This design comes from an exercise in tuning for small area on the open sky130 flow, not from production work.
Where RTL was checked, it was by simulation tests only, not by an equivalence proof against the original.

==> 12-06 <==
==> flow/design.v <==
`timescale 1ns / 1ps
module sync_manager #
(
    parameter integer                       MM_ADDR_WIDTH       = 32,
    parameter integer                       DATA_WIDTH          = 32
)
(
    input  wire                             aclk,
    input  wire                             aresetn,
    output wire [3:0]                       combination,
    input  wire                             request,
    input  wire [4:0]                       log_length,
    input  wire [MM_ADDR_WIDTH-1:0]         base_address,
    input  wire                             reading,
    input  wire                             writing,
    output wire [MM_ADDR_WIDTH-1:0]         read_buffer,
    output wire [MM_ADDR_WIDTH-1:0]         write_buffer
);
    logic [1:0]  idx_read, idx_ready, idx_lock, idx_write;
    logic [1:0]  idx_read_n, idx_ready_n, idx_lock_n, idx_write_n;
    logic [30:0] read_count, read_count_n;
    logic [30:0] write_count, write_count_n;
    logic        lock, lock_n;
    logic        fresh;           
    logic [1:0]  write_factor;    
    logic [31:0] write_buffer_tmp, write_buffer_tmp_n;
    logic [31:0] therm, onehot;
    always_comb
        for (int i = 0; i < 32; i++) begin
            therm[i]  = (log_length <= i);
            onehot[i] = (i >= 2) && (log_length == 5'(i - 2));
        end
    function automatic [3:0] dec (input [1:0] v);
        dec = 4'b0001 << v;
    endfunction
    assign combination = dec(idx_read) | dec(idx_ready) | dec(idx_lock) | dec(idx_write);
    function automatic [31:0] add_at (input [31:0] base, input [1:0] f, input [31:0] oh);
        logic bp, bp1, x, cy, run;
        begin
            bp  = |(base & oh);
            bp1 = |(base & (oh << 1));
            x   = f[1] ^ (f[0] & bp);
            cy  = (f[1] & bp1) | ((f[1] | bp1) & f[0] & bp);
            run = 1'b0;
            for (int i = 0; i < 32; i++) begin
                run = (i >= 3) ? ((run & base[i-1]) | oh[i-2]) : 1'b0;
                add_at[i] = base[i] ^ ((cy & run) | ((i >= 1) ? (oh[i-1] & x) : 1'b0) | (oh[i] & f[0]));
            end
        end
    endfunction
    assign write_factor = {idx_write[1] & ~fresh, idx_write[0]};
    assign read_buffer  = add_at(base_address, idx_read, onehot);
    assign write_buffer = add_at(write_buffer_tmp, write_factor, onehot);
    logic [31:0] rinc, winc, ra, wa;
    logic        rwrap, wwrap;
    always_comb begin
        ra[0] = 1'b1;
        wa[0] = 1'b1;
        for (int i = 0; i < 31; i++) begin
            ra[i+1] = ra[i] & read_count[i];
            wa[i+1] = wa[i] & write_count[i];
        end
        for (int i = 0; i < 31; i++) begin
            rinc[i] = read_count[i] ^ (reading & ra[i]);
            winc[i] = write_count[i] ^ (writing & wa[i]);
        end
        rinc[31] = reading & ra[31];
        winc[31] = writing & wa[31];
        rwrap = |(rinc & therm);
        wwrap = |(winc & therm);
    end
    logic rturn, wturn, all_named;
    logic [1:0] free_idx;
    assign rturn     = reading & rwrap;
    assign wturn     = writing & wwrap;
    assign all_named = &combination;
    assign free_idx  = ~combination[0] ? 2'd0 : ~combination[1] ? 2'd1 : ~combination[2] ? 2'd2 : 2'd3;
    always_comb begin
        logic [1:0] ready1;
        idx_write_n = rturn ? (all_named ? idx_ready : free_idx) : idx_write;
        ready1      = (rturn & all_named) ? idx_read : idx_ready;
        idx_lock_n  = wturn ? idx_write : idx_lock;
        idx_ready_n = wturn ? idx_lock : ready1;
        idx_read_n  = (request & ~lock) ? idx_ready_n : idx_read;
        lock_n      = request;
        read_count_n  = rturn ? 31'd0 : rinc[30:0];
        write_count_n = wturn ? 31'd0 : winc[30:0];
        write_buffer_tmp_n[1:0] = base_address[1:0];
        begin
            logic c;
            c = reading;
            for (int i = 2; i < 32; i++) begin
                write_buffer_tmp_n[i] = base_address[i] ^ (~rturn & (read_count[i-2] ^ c));
                c = (base_address[i] & read_count[i-2]) | ((base_address[i] | read_count[i-2]) & c);
            end
        end
    end
    always_ff @(posedge aclk) begin
        if (~aresetn) begin
            idx_read         <= 2'd0;
            idx_ready        <= 2'd1;
            idx_lock         <= 2'd2;
            idx_write        <= 2'd2;
            read_count       <= 0;
            write_count      <= 0;
            lock             <= 0;
            fresh            <= 1'b1;
            write_buffer_tmp <= 0;
        end else begin
            idx_read         <= idx_read_n;
            idx_ready        <= idx_ready_n;
            idx_lock         <= idx_lock_n;
            idx_write        <= idx_write_n;
            read_count       <= read_count_n;
            write_count      <= write_count_n;
            lock             <= lock_n;
            fresh            <= 1'b0;
            write_buffer_tmp <= write_buffer_tmp_n;
        end
    end
endmodule
==> flow/flow/run.sh <==
#!/bin/bash
# The standard layout (standard.sh) with two changes:
#  - synthesis: the standard flow's own synthesis script, but ABC maps with flow/abc.script
#    (area-oriented mapping under a delay target) instead of ORFS's area script;
#  - the ports are buffered with the smallest buffer, sky130_fd_sc_hd__buf_1.
# Each tool's full output stays in this folder: standard.log (make) and ORFS's
# per-step logs under orfs/logs/.
set -euo pipefail
W=$(pwd)
cat flow/abc_override.tcl synth_recipe.tcl > my_synth.tcl
export MY_ABC_SCRIPT=$W/flow/abc.script
export BUFFER_PORTS_ARGS="-buffer_cell sky130_fd_sc_hd__buf_1"
bash standard.sh SYNTH_SCRIPT=$W/my_synth.tcl finish > standard.log 2>&1
test -s out/final.def
==> flow/flow/abc.script <==
strash
dc2
dch -f
&get -n
&nf -R 1000
&put
topo
upsize -D 4500
dnsize -D 4500
stime -c
==> flow/flow/abc_override.tcl <==
# Run ABC with this flow's mapping script (MY_ABC_SCRIPT) in place of ORFS's
# abc_area.script; every other argument the standard flow's synthesis gives it is kept.
proc abc {args} {
  set i [lsearch -exact $args -script]
  if {$i >= 0} { lset args [expr {$i + 1}] $::env(MY_ABC_SCRIPT) }
  yosys abc {*}$args
}
==> flow/standard.sh <==
#!/bin/bash
# synth_recipe.tcl (not shown) runs the flow's synth.tcl, then flattens the netlist and writes it again
# the make line also repeats each setting of config.mk as NAME=value (left out here)
make -C /OpenROAD-flow-scripts/flow DESIGN_CONFIG=/design/flow/config.mk WORK_HOME=/design/flow/orfs CLKGATE_MAP_FILE= SYNTH_SCRIPT=/design/flow/synth_recipe.tcl "${@:-finish}"
==> flow/config.mk <==
export PLATFORM = sky130hd
export DESIGN_NAME = sync_manager
export DESIGN_NICKNAME = sync_manager
export VERILOG_FILES = /design/flow/design.v
export SDC_FILE = /design/flow/constraint.sdc
export NUM_CORES = 4
export LEC_CHECK = 0
export ABC_AREA = 1
export CAP_MARGIN = 20
export CORE_MARGIN = 2
export CORE_UTILIZATION = 60
export CTS_BUF_LIST = sky130_fd_sc_hd__clkbuf_8
export GPL_TIMING_DRIVEN = 0
export SLEW_MARGIN = 20
==> flow/constraint.sdc <==
create_clock -name core_clock -period 10.0 [get_ports {aclk}]
set_input_delay 2.0000 -clock core_clock [delete_from_list [all_inputs] [get_ports {aclk}]]
set_output_delay 2.0000 -clock core_clock [all_outputs]
set_load 0.01 [all_outputs]
==> 09-09 (differences from 12-06) <==
--- a/flow/design.v
+++ b/flow/design.v
@@ -21,51 +21,50 @@
     logic [30:0] read_count, read_count_n;
     logic [30:0] write_count, write_count_n;
     logic        lock, lock_n;
-    logic        fresh;           
-    logic [1:0]  write_factor;    
+    logic [1:0]  write_factor, write_factor_n;
     logic [31:0] write_buffer_tmp, write_buffer_tmp_n;
     logic [31:0] therm, onehot;
     always_comb
         for (int i = 0; i < 32; i++) begin
             therm[i]  = (log_length <= i);
-            onehot[i] = (i >= 2) && (log_length == 5'(i - 2));
+            onehot[i] = (log_length == i);
         end
     function automatic [3:0] dec (input [1:0] v);
         dec = 4'b0001 << v;
     endfunction
     assign combination = dec(idx_read) | dec(idx_ready) | dec(idx_lock) | dec(idx_write);
     function automatic [31:0] add_at (input [31:0] base, input [1:0] f, input [31:0] oh);
-        logic bp, bp1, x, cy, run;
+        logic c, t, g, k;
         begin
-            bp  = |(base & oh);
-            bp1 = |(base & (oh << 1));
-            x   = f[1] ^ (f[0] & bp);
-            cy  = (f[1] & bp1) | ((f[1] | bp1) & f[0] & bp);
-            run = 1'b0;
-            for (int i = 0; i < 32; i++) begin
-                run = (i >= 3) ? ((run & base[i-1]) | oh[i-2]) : 1'b0;
-                add_at[i] = base[i] ^ ((cy & run) | ((i >= 1) ? (oh[i-1] & x) : 1'b0) | (oh[i] & f[0]));
+            add_at[1:0] = base[1:0];
+            c = 1'b0;
+            for (int i = 2; i < 32; i++) begin
+                t = (f[0] & oh[i-2]) | ((i >= 3) ? (f[1] & oh[i-3]) : 1'b0);
+                k = (i >= 3) ? (f[0] & f[1] & oh[i-3] & base[i-1]) : 1'b0;
+                g = (t & base[i]) | k;
+                add_at[i] = base[i] ^ (t ^ c);
+                c = (c & base[i]) | g;
             end
         end
     endfunction
-    assign write_factor = {idx_write[1] & ~fresh, idx_write[0]};
     assign read_buffer  = add_at(base_address, idx_read, onehot);
     assign write_buffer = add_at(write_buffer_tmp, write_factor, onehot);
-    logic [31:0] rinc, winc, ra, wa;
+    logic [31:0] rinc, winc;
     logic        rwrap, wwrap;
     always_comb begin
-        ra[0] = 1'b1;
-        wa[0] = 1'b1;
+        logic a;
+        a = 1'b1;
         for (int i = 0; i < 31; i++) begin
-            ra[i+1] = ra[i] & read_count[i];
-            wa[i+1] = wa[i] & write_count[i];
+            rinc[i] = read_count[i] ^ a;
+            a = a & read_count[i];
         end
+        rinc[31] = a;
+        a = 1'b1;
         for (int i = 0; i < 31; i++) begin
-            rinc[i] = read_count[i] ^ (reading & ra[i]);
-            winc[i] = write_count[i] ^ (writing & wa[i]);
+            winc[i] = write_count[i] ^ a;
+            a = a & write_count[i];
         end
-        rinc[31] = reading & ra[31];
-        winc[31] = writing & wa[31];
+        winc[31] = a;
         rwrap = |(rinc & therm);
         wwrap = |(winc & therm);
     end
@@ -83,8 +82,9 @@
         idx_ready_n = wturn ? idx_lock : ready1;
         idx_read_n  = (request & ~lock) ? idx_ready_n : idx_read;
         lock_n      = request;
-        read_count_n  = rturn ? 31'd0 : rinc[30:0];
-        write_count_n = wturn ? 31'd0 : winc[30:0];
+        write_factor_n = idx_write_n;
+        read_count_n  = rturn ? 31'd0 : reading ? rinc[30:0] : read_count;
+        write_count_n = wturn ? 31'd0 : writing ? winc[30:0] : write_count;
         write_buffer_tmp_n[1:0] = base_address[1:0];
         begin
             logic c;
@@ -104,7 +104,7 @@
             read_count       <= 0;
             write_count      <= 0;
             lock             <= 0;
-            fresh            <= 1'b1;
+            write_factor     <= 0;
             write_buffer_tmp <= 0;
         end else begin
             idx_read         <= idx_read_n;
@@ -114,7 +114,7 @@
             read_count       <= read_count_n;
             write_count      <= write_count_n;
             lock             <= lock_n;
-            fresh            <= 1'b0;
+            write_factor     <= write_factor_n;
             write_buffer_tmp <= write_buffer_tmp_n;
         end
     end
==> flow/run.sh (new file) <==
#!/bin/bash
# synth_recipe.tcl (not shown) runs the flow's synth.tcl, then flattens the netlist and writes it again
# the make line also repeats each setting of config.mk as NAME=value (left out here)
make -C /OpenROAD-flow-scripts/flow DESIGN_CONFIG=/design/flow/config.mk WORK_HOME=/design/flow/orfs CLKGATE_MAP_FILE= SYNTH_SCRIPT=/design/flow/synth_recipe.tcl finish
- CTS_BUF_LIST: sky130_fd_sc_hd__clkbuf_8 -> not set
- GPL_TIMING_DRIVEN: 0 -> not set
removed: flow/flow/run.sh
removed: flow/flow/abc.script
removed: flow/flow/abc_override.tcl
removed: flow/standard.sh
==> 07-25 (differences from 12-06) <==
--- a/flow/design.v
+++ b/flow/design.v
@@ -21,34 +21,45 @@
     logic [30:0] read_count, read_count_n;
     logic [30:0] write_count, write_count_n;
     logic        lock, lock_n;
-    logic        fresh;           
-    logic [1:0]  write_factor;    
+    logic [1:0]  write_factor, write_factor_n;
     logic [31:0] write_buffer_tmp, write_buffer_tmp_n;
     logic [31:0] therm, onehot;
     always_comb
         for (int i = 0; i < 32; i++) begin
             therm[i]  = (log_length <= i);
-            onehot[i] = (i >= 2) && (log_length == 5'(i - 2));
+            onehot[i] = ({1'b0, log_length} + 6'd2 == i);
         end
     function automatic [3:0] dec (input [1:0] v);
         dec = 4'b0001 << v;
     endfunction
     assign combination = dec(idx_read) | dec(idx_ready) | dec(idx_lock) | dec(idx_write);
+    localparam int SPLIT = 17;
     function automatic [31:0] add_at (input [31:0] base, input [1:0] f, input [31:0] oh);
-        logic bp, bp1, x, cy, run;
+        logic bp, bp1, x, cy, r, q, rs, pb;
         begin
             bp  = |(base & oh);
             bp1 = |(base & (oh << 1));
             x   = f[1] ^ (f[0] & bp);
             cy  = (f[1] & bp1) | ((f[1] | bp1) & f[0] & bp);
-            run = 1'b0;
+            r   = 1'b0;
+            q   = 1'b0;
+            rs  = 1'b0;
+            pb  = 1'b1;
             for (int i = 0; i < 32; i++) begin
-                run = (i >= 3) ? ((run & base[i-1]) | oh[i-2]) : 1'b0;
-                add_at[i] = base[i] ^ ((cy & run) | ((i >= 1) ? (oh[i-1] & x) : 1'b0) | (oh[i] & f[0]));
+                if (i < 2) begin
+                    r = 1'b0;
+                end else if (i <= SPLIT) begin
+                    r = (r & base[i-1]) | (oh[i-2] & cy);
+                    if (i == SPLIT) rs = r;
+                end else begin
+                    q  = (q & base[i-1]) | (oh[i-2] & cy);
+                    pb = pb & base[i-1];
+                    r  = q | (rs & pb);
+                end
+                add_at[i] = base[i] ^ (r | (oh[i] & f[0]) | ((i >= 1) ? (oh[i-1] & x) : 1'b0));
             end
         end
     endfunction
-    assign write_factor = {idx_write[1] & ~fresh, idx_write[0]};
     assign read_buffer  = add_at(base_address, idx_read, onehot);
     assign write_buffer = add_at(write_buffer_tmp, write_factor, onehot);
     logic [31:0] rinc, winc, ra, wa;
@@ -83,6 +94,7 @@
         idx_ready_n = wturn ? idx_lock : ready1;
         idx_read_n  = (request & ~lock) ? idx_ready_n : idx_read;
         lock_n      = request;
+        write_factor_n = idx_write_n;
         read_count_n  = rturn ? 31'd0 : rinc[30:0];
         write_count_n = wturn ? 31'd0 : winc[30:0];
         write_buffer_tmp_n[1:0] = base_address[1:0];
@@ -104,7 +116,7 @@
             read_count       <= 0;
             write_count      <= 0;
             lock             <= 0;
-            fresh            <= 1'b1;
+            write_factor     <= 0;
             write_buffer_tmp <= 0;
         end else begin
             idx_read         <= idx_read_n;
@@ -114,7 +126,7 @@
             read_count       <= read_count_n;
             write_count      <= write_count_n;
             lock             <= lock_n;
-            fresh            <= 1'b0;
+            write_factor     <= write_factor_n;
             write_buffer_tmp <= write_buffer_tmp_n;
         end
     end
==> flow/flow/abc.script (replaced) <==
strash
dc2
dch -f
map -D 4500
topo
stime -c
- CTS_BUF_LIST: sky130_fd_sc_hd__clkbuf_8 -> not set
- GPL_TIMING_DRIVEN: 0 -> not set
==> 09-08 (differences from 12-06) <==
==> flow/flow/abc.script (replaced) <==
strash
dc2
dch -f
map -D 4500
topo
stime -c
- CORE_UTILIZATION: 60 -> 70
==> results.cfg <==
[outcome]
status = complete, no violations

[place]
place_congestion = 0.902

[cells_and_area]
final_common_cell = inv_1
diodes = 2
signal_buffers = 130

[grt]
grt_antenna_before_repair = 3

[worst_setup_path]
cp_top_family = simple AND/OR/NAND/NOR gates
cp_slowest_stage_delay_ns = 0.53

[power_and_ir_drop]
power_switching_w = 0.000464

[sta]
worstMarginPinSlew_ns = 1.01
rsz0062_at_grt = no

[detailed_routing]
wl_per_cell_um = 15.6
the above is filed under 09-09

==> results.cfg <==
[outcome]
status = complete, no violations

[worst_setup_path]
cp_slowest_stage_delay_ns = 0.47
cp_top_family = compound AO/OA/AOI/OAI gates

[cells_and_area]
final_common_cell = nand2_1
signal_buffers = 123
diodes = 1

[grt]
grt_antenna_before_repair = 0

[sta]
worstMarginPinSlew_ns = 1.18
rsz0062_at_grt = yes

[power_and_ir_drop]
power_switching_w = 0.000333

[detailed_routing]
wl_per_cell_um = 18.8
the above is filed under 09-08

==> results.cfg <==
[outcome]
status = complete, no violations

[sta]
worstMarginPinSlew_ns = 0.792

[worst_setup_path]
cp_slowest_stage_delay_ns = 0.28
cp_top_family = compound AO/OA/AOI/OAI gates

[cells_and_area]
diodes = 0
multi_input_area_share_pct = 55.6
final_common_cell = nand2_1
signal_buffers = 171

[detailed_routing]
met1_length_um = 12300

[grt]
grt_antenna_before_repair = 0

[power_and_ir_drop]
power_switching_w = 0.000374

[clock_tree]
hold_buffers = 0
the above is filed under 07-25

==> results.cfg <==
[outcome]
status = failed layout checks
so_faults = negative setup slack

[sta]
fin_ws_ns = -0.854
rsz0062_at_grt = yes
setup_viol = 5
worstMarginPinSlew_ns = 1.12

[cells_and_area]
signal_buffers = 157

[place]
place_congestion = 0.992

[grt]
grt_antenna_before_repair = 0
the above is filed under 12-06

Function not checked in 07-25: the RTL went through the layout flow alone.

separate check: timing with driven ports:
In the flow no input, the clock included, has a driving cell. The finished layouts below were timed again as built, in two steps.
Step 1, drivers: a clkbuf_16 drives aclk and a buf_2 each remaining input, both assumed.
Step 2 adds t to the input delays and takes it off the output delays; t is the mean of the earliest and latest rising clock arrival at the registers after step 1. Input paths then give back, and output paths get back, about the clock's delay inside the block.
a / b / c = ideal / step 1 / step 2; a / b = the first two.
run	t (ns)	setup slack, ns	worst setup path after step 2	clock arrival spread, ns
12-06	0.434	-0.854 / -0.864 / -1.298	input to register	0.023 / 0.023
09-09	0.410	0.582 / 0.522 / 0.522	input to output	0.011 / 0.011
07-25	0.405	0.375 / 0.353 / 0.353	input to output	0.010 / 0.010
09-08	0.456	0.340 / 0.320 / 0.320	input to output	0.013 / 0.013
For 12-06, which loses most, drivers alone change the setup slack by -0.010 ns; drivers and shift together by -0.444 ns.
